From an optimization exercise on the open Yosys and OpenROAD flow, aimed at small area and a short achievable clock period; shortcuts taken in it are not production practice. Function was checked by simulation only, so behaviour that the tests miss may differ from the original. Power and IR drop assume default switching activity.

Setup of job 101:
## mc_fifo_top
module mc_fifo_top (input  wire        CLK,
                    input  wire        RST,
                    input  wire        enq,
                    input  wire [2:0]  enq_idx,
                    input  wire        deq,
                    input  wire [2:0]  deq_idx,
                    input  wire [31:0] din,
                    output wire [31:0] dot,
                    output wire [7:0]  emp,
                    output wire [7:0]  full);
For scale: roughly 5500 cells after synthesis, ~2100 flip-flops.
clock: 4.5 ns
lec_check: 0
cap_margin: 20
cell_pad_in_sites_detail_placement: 1
cell_pad_in_sites_global_placement: 2
core_margin: 2
core_utilization: 40
cts_cluster_diameter: 80
cts_cluster_size: 30
place_density: 0.5
setup_slack_margin: 2.2
slew_margin: 20
synth_hierarchical: 1
synth_minimum_keep_size: 0
standard.sh (not shown) runs the stock make flow with config.mk's settings and CLKGATE_MAP_FILE= SYNTH_SCRIPT=/design/flow/synth_recipe.tcl, a recipe that flattens the netlist after the stock synthesis.
==> flow/flow/run.sh <==
#!/bin/bash
# The standard layout (standard.sh), with clock tree synthesis told not to add
# dummy loads to balance the tree. Everything else is the standard flow's own flow.
set -euo pipefail
export CTS_ARGS="-sink_clustering_enable -repair_clock_nets -dont_use_dummy_load -sink_clustering_size 30 -sink_clustering_max_diameter 80"
bash standard.sh > standard.log 2>&1
Edits applied to the flow inputs when going from job 101 to job 102:
# job 101
export LEC_CHECK = 0
export CAP_MARGIN = 20
export CELL_PAD_IN_SITES_DETAIL_PLACEMENT = 1
export CELL_PAD_IN_SITES_GLOBAL_PLACEMENT = 2
export CORE_MARGIN = 2
export CORE_UTILIZATION = 40
export CTS_CLUSTER_DIAMETER = 80
export CTS_CLUSTER_SIZE = 30
export PLACE_DENSITY = 0.5
export SETUP_SLACK_MARGIN = 2.2
export SLEW_MARGIN = 20
export SYNTH_HIERARCHICAL = 1
export SYNTH_MINIMUM_KEEP_SIZE = 0
create_clock -name core_clock -period 4.5 [get_ports {CLK}]
# job 102
export LEC_CHECK = 0
export CAP_MARGIN = 20
export CELL_PAD_IN_SITES_DETAIL_PLACEMENT = 1
export CELL_PAD_IN_SITES_GLOBAL_PLACEMENT = 1
export CORE_MARGIN = 2
export CORE_UTILIZATION = 52
export CTS_CLUSTER_DIAMETER = 80
export CTS_CLUSTER_SIZE = 30
export PLACE_DENSITY = 0.62
export SETUP_SLACK_MARGIN = 2.3
export SLEW_MARGIN = 20
export SYNTH_HIERARCHICAL = 1
export SYNTH_MINIMUM_KEEP_SIZE = 0
create_clock -name core_clock -period 4.5 [get_ports {CLK}]
==> flow/run.sh (new file) <==
#!/bin/bash
# synth_recipe.tcl (not shown) runs the flow's synth.tcl, then flattens the netlist and writes it again
# the make line also repeats each setting of config.mk as NAME=value (left out here)
make -C /OpenROAD-flow-scripts/flow DESIGN_CONFIG=/design/flow/config.mk WORK_HOME=/design/flow/orfs CLKGATE_MAP_FILE= SYNTH_SCRIPT=/design/flow/synth_recipe.tcl finish
removed: flow/flow/run.sh
removed: flow/standard.sh
Findings:
Delta (job 102 minus job 101): fraction of power consumed by combinational cells shows an increase of 0.8 points, post-layout total power shows a reduction of about 1.7%, global-route usage shows an increase of 6.9 points. Job 102 ended with more critical path depth than job 101. First-pass GRT wire length shrinks by a few percent when moving from job 101 to job 102. When job 102 is measured against job 101, its clock latency at the later pin of the worst-skew pair turns out 0.06 ns lower. Relative to job 101, the half-perimeter wire length after placement of job 102 is lower by 14 mm. Comparing job 102 and job 101, the lower least setup slack across all paths after layout is on job 101.
> inputs changed (job 102 -> job 103)
==> flow/flow/run.sh (new file) <==
#!/bin/bash
# The standard layout (standard.sh) with two changes: clock tree synthesis adds
# no dummy loads to balance the tree, and the port buffers are plain buf_4
# cells rather than the resizer's default pick.
set -euo pipefail
export CTS_ARGS="-sink_clustering_enable -repair_clock_nets -dont_use_dummy_load -sink_clustering_size 30 -sink_clustering_max_diameter 80"
export BUFFER_PORTS_ARGS="-buffer_cell sky130_fd_sc_hd__buf_4"
bash standard.sh > standard.log 2>&1
==> flow/standard.sh (new file) <==
#!/bin/bash
# synth_recipe.tcl (not shown) runs the flow's synth.tcl, then flattens the netlist and writes it again
# the make line also repeats each setting of config.mk as NAME=value (left out here)
make -C /OpenROAD-flow-scripts/flow DESIGN_CONFIG=/design/flow/config.mk WORK_HOME=/design/flow/orfs CLKGATE_MAP_FILE= SYNTH_SCRIPT=/design/flow/synth_recipe.tcl "${@:-finish}"
removed: flow/run.sh
==> notes.md <==
Against job 102, job 103 reports a met3 routing resource usage after global routing that is lower.
Comparing job 103 and job 102, the higher relative slew slack was measured on job 102.
Compared to job 102, job 103 has areal power density over the cells 0.74% lower.
Compared with job 102, job 103 shows a count of plain and timing-repair buffers that is about 18% lower.
Of job 103 and job 102, the run reporting the higher hold slack was job 102.
Count of clock-buffer cells in the layout ends up higher on job 102.
Looking at area taken by multi-input logic gates, job 103 sits about 1.3% lower than job 102 does.
The first-iteration detailed-routing DRC count number comes out lower for job 103 vs job 102.
Relative to job 102, cell area after layout has decreased by 2200 um^2 in job 103.
Row clock skew: job 103 higher / job 102 lower
--- input diff job 103..job 104 ---
# job 103
export LEC_CHECK = 0
export CAP_MARGIN = 20
export CELL_PAD_IN_SITES_DETAIL_PLACEMENT = 1
export CELL_PAD_IN_SITES_GLOBAL_PLACEMENT = 1
export CORE_MARGIN = 2
export CORE_UTILIZATION = 52
export CTS_CLUSTER_DIAMETER = 80
export CTS_CLUSTER_SIZE = 30
export PLACE_DENSITY = 0.62
export SETUP_SLACK_MARGIN = 2.3
export SLEW_MARGIN = 20
export SYNTH_HIERARCHICAL = 1
export SYNTH_MINIMUM_KEEP_SIZE = 0
create_clock -name core_clock -period 4.5 [get_ports {CLK}]
# job 104
export LEC_CHECK = 0
export CAP_MARGIN = 20
export CELL_PAD_IN_SITES_DETAIL_PLACEMENT = 1
export CELL_PAD_IN_SITES_GLOBAL_PLACEMENT = 2
export CORE_MARGIN = 2
export CORE_UTILIZATION = 40
export CTS_CLUSTER_DIAMETER = 80
export CTS_CLUSTER_SIZE = 30
export PLACE_DENSITY = 0.5
export SETUP_SLACK_MARGIN = 2.2
export SLEW_MARGIN = 20
export SYNTH_HIERARCHICAL = 1
export SYNTH_MINIMUM_KEEP_SIZE = 0
create_clock -name core_clock -period 4.5 [get_ports {CLK}]
==> flow/run.sh (new file) <==
#!/bin/bash
# synth_recipe.tcl (not shown) runs the flow's synth.tcl, then flattens the netlist and writes it again
# the make line also repeats each setting of config.mk as NAME=value (left out here)
make -C /OpenROAD-flow-scripts/flow DESIGN_CONFIG=/design/flow/config.mk WORK_HOME=/design/flow/orfs CLKGATE_MAP_FILE= SYNTH_SCRIPT=/design/flow/synth_recipe.tcl finish
removed: flow/flow/run.sh
removed: flow/standard.sh
Findings:
- Job 103 finished every step from synthesis to the final layout, and the layout passed the timing, design-rule and antenna checks.
- Job 104 went all the way through synthesis, placement and routing and the layout is clean on timing, DRC and antenna.
- Sequential share of layout area (job 104 over job 103): decrease, 1.5 points
- | placed cell area | lower: job 103 |
- Looking only at total stage count of the critical path, and setting everything else aside, the lower value of job 104 and job 103 goes to job 103.
- Job 104 vs job 103 — worst-skew pair later-pin latency rose 0.08 ns.
- Higher count of vias placed by the detailed router among job 104 and job 103: job 103
- Compared with job 103, job 104 is hungrier on power.
- Cell area sits higher in job 104 than in job 103.
The inputs of job 105 differ from those of job 104 as listed below.
# job 104
export LEC_CHECK = 0
export CAP_MARGIN = 20
export CELL_PAD_IN_SITES_DETAIL_PLACEMENT = 1
export CELL_PAD_IN_SITES_GLOBAL_PLACEMENT = 2
export CORE_MARGIN = 2
export CORE_UTILIZATION = 40
export CTS_CLUSTER_DIAMETER = 80
export CTS_CLUSTER_SIZE = 30
export PLACE_DENSITY = 0.5
export SETUP_SLACK_MARGIN = 2.2
export SLEW_MARGIN = 20
export SYNTH_HIERARCHICAL = 1
export SYNTH_MINIMUM_KEEP_SIZE = 0
create_clock -name core_clock -period 4.5 [get_ports {CLK}]
# job 105
export LEC_CHECK = 0
export CAP_MARGIN = 20
export CELL_PAD_IN_SITES_DETAIL_PLACEMENT = 1
export CELL_PAD_IN_SITES_GLOBAL_PLACEMENT = 2
export CORE_MARGIN = 2
export CORE_UTILIZATION = 40
export PLACE_DENSITY = 0.5
export SETUP_SLACK_MARGIN = 2.2
export SLEW_MARGIN = 20
export SYNTH_HIERARCHICAL = 1
export SYNTH_MINIMUM_KEEP_SIZE = 0
create_clock -name core_clock -period 4.5 [get_ports {CLK}]
==> comparison <==
Job 105 ended up with sky130_fd_sc_hd__dfxtp_4 as its library cell contributing the largest single delay on the critical path; job 104 ended up with sky130_fd_sc_hd__a22oi_1. Of job 105 and job 104, the lower amount of wire on met3 after detailed routing belongs to job 104. Job 105 ends up with a number of resized instances in the post-cts repair step that is 7 higher than in job 104. Clock-cell share of area sits higher in job 105 than in job 104. Against job 104, job 105 reports a met2 wire length that is lower. Job 105 vs job 104: power per cell area up. Relative to job 104, area growth from synthesis to final layout increased by 3.7 points in job 105. Layout filler cell count: job 105 lower than job 104. STATUS overall power consumption: job 105 loses against job 104. Looking at area of all placed cells without fillers, job 105 sits above job 104. In the flow results for job 105 and job 104, the smallest setup slack after layout is smaller on job 104. Job 105 vs job 104, count of clock-buffer cells in the layout went up by 130%.


## try-lagoon
Another version of the RTL of mc_fifo_top (not shown whole).
Size in the first run: ~5500 cells after synthesis, ~73000 sq um of cells after synthesis.
clock: 4.5 ns
lec_check: 0
cap_margin: 20
cell_pad_in_sites_detail_placement: 1
cell_pad_in_sites_global_placement: 1
core_margin: 2
core_utilization: 52
cts_cluster_diameter: 80
cts_cluster_size: 30
place_density: 0.62
setup_slack_margin: 2.5
slew_margin: 20
synth_hierarchical: 1
synth_minimum_keep_size: 0
==> flow/flow/run.sh <==
#!/bin/bash
# The standard layout (standard.sh), with clock tree synthesis told not to add
# dummy loads to balance the tree. Everything else is the standard flow's own flow.
set -euo pipefail
export CTS_ARGS="-sink_clustering_enable -repair_clock_nets -dont_use_dummy_load -sink_clustering_size 30 -sink_clustering_max_diameter 80"
bash standard.sh > standard.log 2>&1
Input changes introduced in try-raven (baseline for comparison: try-lagoon):
- swapping 0.62 for 0.66 in PLACE_DENSITY
- swapping 52 for 58 in CORE_UTILIZATION
- swapping 2.5 for 2.3 in SETUP_SLACK_MARGIN
==> flow/run.sh (new file) <==
#!/bin/bash
# synth_recipe.tcl (not shown) runs the flow's synth.tcl, then flattens the netlist and writes it again
# the make line also repeats each setting of config.mk as NAME=value (left out here)
make -C /OpenROAD-flow-scripts/flow DESIGN_CONFIG=/design/flow/config.mk WORK_HOME=/design/flow/orfs CLKGATE_MAP_FILE= SYNTH_SCRIPT=/design/flow/synth_recipe.tcl finish
removed: flow/flow/run.sh
removed: flow/standard.sh
### Flow results
try-raven closes out successfully: all stages finished, all timing, DRC and antenna checks passed. try-raven: met1 wire length 4.3% below try-lagoon. Against try-lagoon, non-filler instance count after layout in try-raven fell by a few percent. Fraction of layout instances using a drive strength above 1 down 4.8 points in try-raven wrt try-lagoon. Measured against each other, try-raven and try-lagoon differ in final antenna diode count, the lower figure coming from try-raven.
Inputs modified between try-raven and try-violet:
- CORE_UTILIZATION: 58 -> 52
- PLACE_DENSITY: 0.66 -> 0.62
[summary]
Delta (try-violet minus try-raven): area of all placed cells without fillers up 0.89%, wire length of the first global-routing pass up 1.4%, via count of the routed design down about 0.66%.
Lower fraction of power spent switching nets goes to try-raven over try-violet.
For clock skew, try-raven and try-violet come out practically identical.
From try-raven to try-violet the numbers moved as follows: area of the die rose by 11%; initial standard-cell utilization of the core fell by 5.9 points; synthesis-to-finish area growth rose by 0.95 points.

[re-timing with driven ports]
Ports are ideal in the flow. The routed layouts listed here were re-timed in OpenROAD.
Step 1 assumes that a clkbuf_16 drives the clock port and a buf_2 every other input.
Step 2 times the ports against the registers' clock, not the clock port: input delays grow and output delays shrink by t, the midpoint of the rising clock arrivals with the driver on.
Three values: ideal ports, drivers, drivers and shift; two values: the first two.
| run | t, ns | setup WS [ns] | hold WS [ns] | worst data-port slew with drivers (ns) |
|---|---|---|---|---|
| job 101 | 0.875 | 2.179 / 2.140 / 1.265 | 0.425 / 0.425 / 0.425 | 0.12 |
| job 102 | 0.824 | 2.229 / 2.191 / 1.459 | 0.443 / 0.443 / 0.443 | 0.04 |
| job 103 | 0.809 | 2.012 / 2.062 / 1.253 | 0.439 / 0.439 / 0.439 | 0.06 |
| job 104 | 0.899 | 2.197 / 2.137 / 1.261 | 0.441 / 0.441 / 0.441 | 0.13 |
| job 105 | 0.956 | 2.205 / 2.108 / 1.264 | 0.437 / 0.437 / 0.437 | 0.12 |
| try-lagoon | 0.813 | 2.244 / 2.258 / 1.445 | 0.436 / 0.436 / 0.436 | 0.07 |
| try-raven | 0.819 | 2.138 / 2.191 / 1.372 | 0.443 / 0.443 / 0.443 | 0.04 |
| try-violet | 0.837 | 2.251 / 2.250 / 1.452 | 0.442 / 0.442 / 0.442 | 0.05 |
After both steps setup and hold are still met in every run listed. The setup slack of job 105, which loses most, moves by -0.097 ns with the drivers and by -0.941 ns with both steps.
